Context: an optimization exercise on an open-source flow, tuned for small area. The choices shown serve that exercise and are no tape-out recipe. Function was checked by simulation only, so behaviour that the tests miss may differ from the original. The clock port is modelled as an ideal driver; clocking choices that lean on that would not hold on a real chip. Power is estimated from default activity; no workload was simulated.

v17:
Design spi_ram, start of the top module:
module spi_ram(clk,rst_n,ss_n,mosi,miso);
input clk,rst_n,ss_n,mosi;
output miso;
wire [15:0] we;
wire [7:0] wdata, rdata;
wire [15:0] rgrp;
ram r(clk,we,wdata,rgrp,rdata);
spi_slave s(clk,rst_n,ss_n,mosi,miso,we,wdata,rgrp,rdata);
endmodule
make LEC_CHECK=0 CAP_MARGIN=40 CORE_MARGIN=2 CORE_UTILIZATION=60 CTS_BUF_LIST=sky130_fd_sc_hd__clkbuf_8 CTS_CLUSTER_DIAMETER=60 CTS_CLUSTER_SIZE=18 SLEW_MARGIN=40 finish   # period 10.0 ns
run.sh (not shown) runs the stock make flow with config.mk's settings and CLKGATE_MAP_FILE= SYNTH_SCRIPT=/design/flow/synth_recipe.tcl, a recipe that flattens the netlist after the stock synthesis.
Relative to v17, the following input files were edited for v8:
- CAP_MARGIN: 40 -> 0
- SLEW_MARGIN: 40 -> 0
- CORE_UTILIZATION: 60 -> 50
- PLACE_DENSITY: unset -> 0.7
### Flow results
v8 completed; timing, DRC and antenna clean. Area growth from synthesis to layout: v17 and v8 compared, lower one is v17. Side by side, total vias in the final route turned out higher in v8 than in v17. Summary: with v17 as the reference, via count of the first global-routing pass in v8 moved up by a few percent. Note that the final instance count without filler cells recorded for v8 amounts to 1.05 times the value seen in v17. Going from v17 to v8, leakage power shrank slightly. v8 vs. v17: maximum clock frequency has decreased, post-detailed-routing wire length neither gained nor lost much, global-route wire length before repair now larger.
[inputs] v29 vs v8
- swapping 50 for 60 in CORE_UTILIZATION
- clearing PLACE_DENSITY, which used to be 0.7
[summary]
On layout buffer count excluding clock buffers, the lower figure sits with v8, not v29.
Taking v8 as the reference, in v29 relative area change from synthesis to final layout saw a decrease; share of total power in the clock network up 0.2 points.
Of v8 and v29, the run reporting the lower fraction of the cycle the final worst path needs was v29.
[compare] base=v8 new=v29: number of vias per cell climbed 0.18, pin count of the biggest net entering global routing climbed about 4%, worst-case setup margin in the final layout climbed 0.24 ns, power density over the cells climbed 0.59%.
Comparing v8 and v29, the higher floorplan die height is on v8.

---

Starting RTL as in the previous note.
==> flow/config.mk <==
export PLATFORM = sky130hd
export DESIGN_NAME = spi_ram
export DESIGN_NICKNAME = spi_ram
export VERILOG_FILES = /design/flow/design.v
export SDC_FILE = /design/flow/constraint.sdc
export NUM_CORES = 4
export LEC_CHECK = 0
export CAP_MARGIN = 40
export CORE_MARGIN = 2
export CORE_UTILIZATION = 60
export CTS_BUF_LIST = sky130_fd_sc_hd__clkbuf_16
export CTS_CLUSTER_DIAMETER = 80
export CTS_CLUSTER_SIZE = 32
export SLEW_MARGIN = 40
==> flow/constraint.sdc <==
create_clock -name core_clock -period 10.0 [get_ports {clk}]
set_input_delay 2.0000 -clock core_clock [delete_from_list [all_inputs] [get_ports {clk}]]
set_output_delay 2.0000 -clock core_clock [all_outputs]
set_load 0.01 [all_outputs]
Then changed:
Settings changed: CTS_BUF_LIST sky130_fd_sc_hd__clkbuf_16 to sky130_fd_sc_hd__clkbuf_4 sky130_fd_sc_hd__clkbuf_8, CTS_CLUSTER_DIAMETER 80 to 60, CTS_CLUSTER_SIZE 32 to 20, SYNTH_HIERARCHICAL set to 1.
Outcome: Setup slack gets worse by 0.21 ns. Final area went down by 0.63%. Synthesized cell count went down by about 1.2%. Cell count went up by about 0.7%. Sequential share of layout area went up by 0.55 points.

---

## run 1
spi_ram, a different RTL version from the one above (not shown whole).
Size: about 2100 flip-flops, roughly 5 I/O pins, roughly 45000 um^2 of cells after synthesis.
==> flow/config.mk <==
export PLATFORM = sky130hd
export DESIGN_NAME = spi_ram
export DESIGN_NICKNAME = spi_ram
export VERILOG_FILES = /design/flow/design.v
export SDC_FILE = /design/flow/constraint.sdc
export NUM_CORES = 4
export LEC_CHECK = 0
export CAP_MARGIN = 10
export CORE_MARGIN = 2
export CORE_UTILIZATION = 75
export SLEW_MARGIN = 10
export SYNTH_HIERARCHICAL = 1
==> flow/constraint.sdc <==
create_clock -name core_clock -period 10.0 [get_ports {clk}]
set_input_delay 2.0000 -clock core_clock [delete_from_list [all_inputs] [get_ports {clk}]]
set_output_delay 2.0000 -clock core_clock [all_outputs]
set_load 0.01 [all_outputs]
standard.sh (not shown) runs the stock make flow with config.mk's settings and CLKGATE_MAP_FILE= SYNTH_SCRIPT=/design/flow/synth_recipe.tcl, a recipe that flattens the netlist after the stock synthesis.
==> flow/flow/run.sh <==
#!/bin/bash
# The standard layout, with two changes to clock tree synthesis: the sinks are
# clustered under clkbuf_8 leaf buffers without dummy loads, and afterwards
# post_cts.tcl upsizes every clock buffer whose sinks see a slow clock edge.
set -euo pipefail
here=$(pwd)
export CTS_ARGS="-sink_clustering_enable -repair_clock_nets -sink_clustering_size ${CTS_SIZE:-34} -sink_clustering_max_diameter ${CTS_DIAM:-60} -buf_list sky130_fd_sc_hd__clkbuf_16 -dont_use_dummy_load"
export POST_CTS_TCL="$here/flow/post_cts.tcl"
export POST_FLOORPLAN_TCL="$here/flow/post_floorplan.tcl"
export CLK_SLEW_TARGET="${CLK_SLEW_TARGET:-0.110}"
bash standard.sh > "$here/standard.log" 2>&1
==> flow/flow/post_cts.tcl <==
# Make the clock edges at the flip-flops sharp enough: upsize the clock
# buffers above the leaf level to clkbuf_16, then upsize any leaf buffer
# whose flip-flop clock pins see a slew above CLK_SLEW_TARGET (ns, with
# placement-estimated parasitics), and legalize the placement.
set thr $::env(CLK_SLEW_TARGET)
set up [dict create \
  sky130_fd_sc_hd__clkbuf_1 sky130_fd_sc_hd__clkbuf_2 \
  sky130_fd_sc_hd__clkbuf_2 sky130_fd_sc_hd__clkbuf_4 \
  sky130_fd_sc_hd__clkbuf_4 sky130_fd_sc_hd__clkbuf_8 \
  sky130_fd_sc_hd__clkbuf_8 sky130_fd_sc_hd__clkbuf_16]

proc clock_loads {inst} {
  set x [get_pins -of_objects $inst -filter "direction==output"]
  return [get_pins -of_objects [get_nets -of_objects $x] -filter "direction==input"]
}

set n 0
foreach inst [get_cells clkbuf_*] {
  set inner 0
  foreach l [clock_loads $inst] {
    if {[string match *clkbuf* [get_property [get_cells -of_objects $l] ref_name]]} {
      set inner 1
    }
  }
  if {$inner && [get_property $inst ref_name] ne "sky130_fd_sc_hd__clkbuf_16"} {
    replace_cell [get_full_name $inst] sky130_fd_sc_hd__clkbuf_16
    incr n
  }
}
puts "post_cts: upsized $n clock buffers above the leaves"

for {set it 0} {$it < 4} {incr it} {
  estimate_parasitics -placement
  set drv [dict create]
  set worst 0
  set hist [dict create]
  foreach pin [get_pins -hierarchical */CLK] {
    set s [get_property $pin slew_max]
    dict incr hist [expr {int($s * 200) * 5}]
    if {$s > $worst} { set worst $s }
    if {$s > $thr} {
      foreach d [get_pins -of_objects [get_nets -of_objects $pin] -filter "direction==output"] {
        dict set drv [get_full_name [get_cells -of_objects $d]] 1
      }
    }
  }
  puts "post_cts: pass $it clock pin slews (ps bucket: pins) [lsort -stride 2 -integer $hist]"
  set n 0
  foreach inst [dict keys $drv] {
    set master [get_property [get_cells $inst] ref_name]
    if {[dict exists $up $master]} {
      replace_cell $inst [dict get $up $master]
      incr n
    }
  }
  puts "post_cts: pass $it worst clock pin slew $worst, upsized $n leaf buffers"
  if {$n == 0} { break }
}
detailed_placement
check_placement -verbose
estimate_parasitics -placement
==> flow/flow/post_floorplan.tcl <==
# Give every logic cell that synthesis sized up its smallest drive strength;
# the repair after global placement sizes cells up again wherever slew,
# capacitance or fanout need it. Flip-flops and clock cells are left alone.
set n 0
foreach inst [get_cells *] {
  set m [get_property $inst ref_name]
  if {![regexp {^sky130_fd_sc_hd__([a-z0-9]+)_([0-9]+)$} $m -> base drv]} { continue }
  if {$drv <= 1} { continue }
  if {[regexp {^(s?e?df|dl|clk|conb|tap|fill|decap|diode|ebuf|einv|lpflow|probe)} $base]} { continue }
  set new sky130_fd_sc_hd__${base}_1
  if {[llength [get_lib_cells -quiet */$new]] == 0} { continue }
  replace_cell [get_full_name $inst] $new
  incr n
}
puts "post_floorplan: downsized $n cells"
Run 1 closes out successfully: all stages finished, all timing, DRC and antenna checks passed.
Relative to run 1, the following input files were edited for run 2:
Settings: changing SLEW_MARGIN from 10 to 40; changing CAP_MARGIN from 10 to 40; changing CORE_UTILIZATION from 75 to 70.
==> flow/flow/run.sh <==
#!/bin/bash
# The standard layout, with two changes to clock tree synthesis: the sinks are
# clustered under clkbuf_8 leaf buffers without dummy loads, and afterwards
# post_cts.tcl upsizes every clock buffer whose sinks see a slow clock edge.
set -euo pipefail
here=$(pwd)
export CTS_ARGS="-sink_clustering_enable -repair_clock_nets -sink_clustering_size ${CTS_SIZE:-34} -sink_clustering_max_diameter ${CTS_DIAM:-70} -buf_list sky130_fd_sc_hd__clkbuf_16 -dont_use_dummy_load"
export POST_CTS_TCL="$here/flow/post_cts.tcl"
export CLK_SLEW_TARGET="${CLK_SLEW_TARGET:-0.110}"
bash standard.sh > "$here/standard.log" 2>&1
removed: flow/flow/post_floorplan.tcl
### Flow results
Run 2 finished end to end and its layout was clean on timing, DRC and antenna.
Summary of run 2 over run 1: post-route fraction of the period consumed by the critical path higher, total chip power down 61 uW, routed wire length shrank by about 13%, pre-CTS worst setup slack saw an increase, share of power burned in registers rose 0.3 points.
Reported for run 2 and run 1, number of signal-net inverters in the final layout turned out identical to the last digit.
Compared with run 1, in run 2 core utilization has decreased; final layout net count saw little to no change; half-perimeter wire length of the detailed placement result lower.
In the metrics for run 2 and run 1, the one carrying the lower setup slack is run 2.
The most heavily used metal layer in global routing comes out met1 in one run and met2 in the other, namely in run 2 and run 1 respectively.
Here is what was changed in the inputs of run 3 compared with run 2.
Settings: SLEW_MARGIN: 40 -> 10; CAP_MARGIN: 40 -> 10.
==> flow/flow/run.sh <==
#!/bin/bash
# The standard layout (standard.sh, with its standard synthesis), with two
# changes to clock tree synthesis: the sinks are clustered under clkbuf_16
# leaf buffers without dummy loads, and afterwards post_cts.tcl upsizes the
# clock buffers above the leaves, and any leaf buffer whose sinks see a slow
# clock edge. The make output goes to standard.log, each step's to orfs/logs.
set -euo pipefail
here=$(pwd)
export CTS_ARGS="-sink_clustering_enable -repair_clock_nets -sink_clustering_size 36 -sink_clustering_max_diameter 60 -clustering_unbalance_ratio 0.3 -buf_list sky130_fd_sc_hd__clkbuf_16 -dont_use_dummy_load"
export POST_CTS_TCL="$here/flow/post_cts.tcl"
export CLK_SLEW_TARGET=0.110
bash standard.sh > "$here/standard.log" 2>&1
Results
Run 3 finished every stage and its layout cleared the timing, design-rule and antenna checks. Reported for run 3 and run 2, count of buffering cells on the critical path with inverters included turned out identical to the last digit. Sequential share of cell area: run 3 higher than run 2. On final total power, run 3 and run 2 are basically level. Largest net degree at the start of global routing (run 3 vs. run 2) increases by a few percent. Area taken by multi-input logic gates is higher on run 2. When the final numbers for run 3 and run 2 were put side by side, the layout filler cell count turned out to be greater in run 2. Share of cells above drive strength 1 (higher): run 2. The leakage dissipation was comparable across run 3 and run 2.
Modified inputs, run 4 compared to run 3
diff --git a/flow/flow/run.sh b/flow/flow/run.sh
--- a/flow/flow/run.sh
+++ b/flow/flow/run.sh
@@ -8,3 +8,3 @@
 here=$(pwd)
-export CTS_ARGS="-sink_clustering_enable -repair_clock_nets -sink_clustering_size 36 -sink_clustering_max_diameter 60 -clustering_unbalance_ratio 0.3 -buf_list sky130_fd_sc_hd__clkbuf_16 -dont_use_dummy_load"
+export CTS_ARGS="-sink_clustering_enable -repair_clock_nets -sink_clustering_size 34 -sink_clustering_max_diameter 70 -sink_clustering_levels 1 -buf_list sky130_fd_sc_hd__clkbuf_16 -dont_use_dummy_load"
 export POST_CTS_TCL="$here/flow/post_cts.tcl"
--- outcome ---
Run 4 vs. run 3: number of antenna diodes decreased by 3 relative to the old numbers; initial antenna violation count down 2; final wirelength down about 1.5%; total power shows no meaningful change; design area now sits at about the same level. There was hardly any difference in total number of multi-input combinational cells between run 4 and run 3. Comparing run 3 and run 4, wire length of the first global-routing pass is higher on run 3. Cmp run 3 and run 4 / first-iteration DRC count / higher: run 3.

[re-timing with driven ports]
The results above use ideal ports. As a check the final layouts listed here were re-extracted and re-timed, cells and wires unchanged.
Step 1 (the two cells are an assumption about what drives the block):
set clk [get_ports {clk}]
set_driving_cell -lib_cell sky130_fd_sc_hd__clkbuf_16 $clk
set_driving_cell -lib_cell sky130_fd_sc_hd__buf_2 [delete_from_list [all_inputs] $clk]
Step 2, shift: input delay + t, output delay - t, t = (earliest + latest rising clock arrival at the registers) / 2. This alone moves slack from input paths to output paths.
a / b / c = no drivers / after step 1 / after step 2; a / b = the first two.
| run | t (ns) | setup WS [ns] | latest minus earliest clock arrival (ns) |
|---|---|---|---|
| v17 | 0.833 | 6.339 / 6.280 / 7.057 | 0.028 / 0.028 |
| v8 | 0.861 | 6.087 / 6.022 / 6.882 | 0.049 / 0.049 |
| v29 | 0.847 | 6.327 / 6.270 / 6.558 | 0.036 / 0.037 |
| the first run of note 2 | 0.710 | 6.463 / 6.399 / 7.067 | 0.029 / 0.029 |
| the second run of note 2 | 0.797 | 6.249 / 6.192 / 6.982 | 0.051 / 0.051 |
| run 1 | 0.690 | 6.072 / 6.072 / 6.072 | 0.059 / 0.059 |
| run 2 | 0.676 | 6.053 / 6.053 / 6.053 | 0.071 / 0.071 |
| run 3 | 0.697 | 6.143 / 6.143 / 6.143 | 0.135 / 0.135 |
| run 4 | 0.682 | 6.096 / 6.096 / 6.096 | 0.067 / 0.066 |
After both steps setup and hold are still met in every run listed.
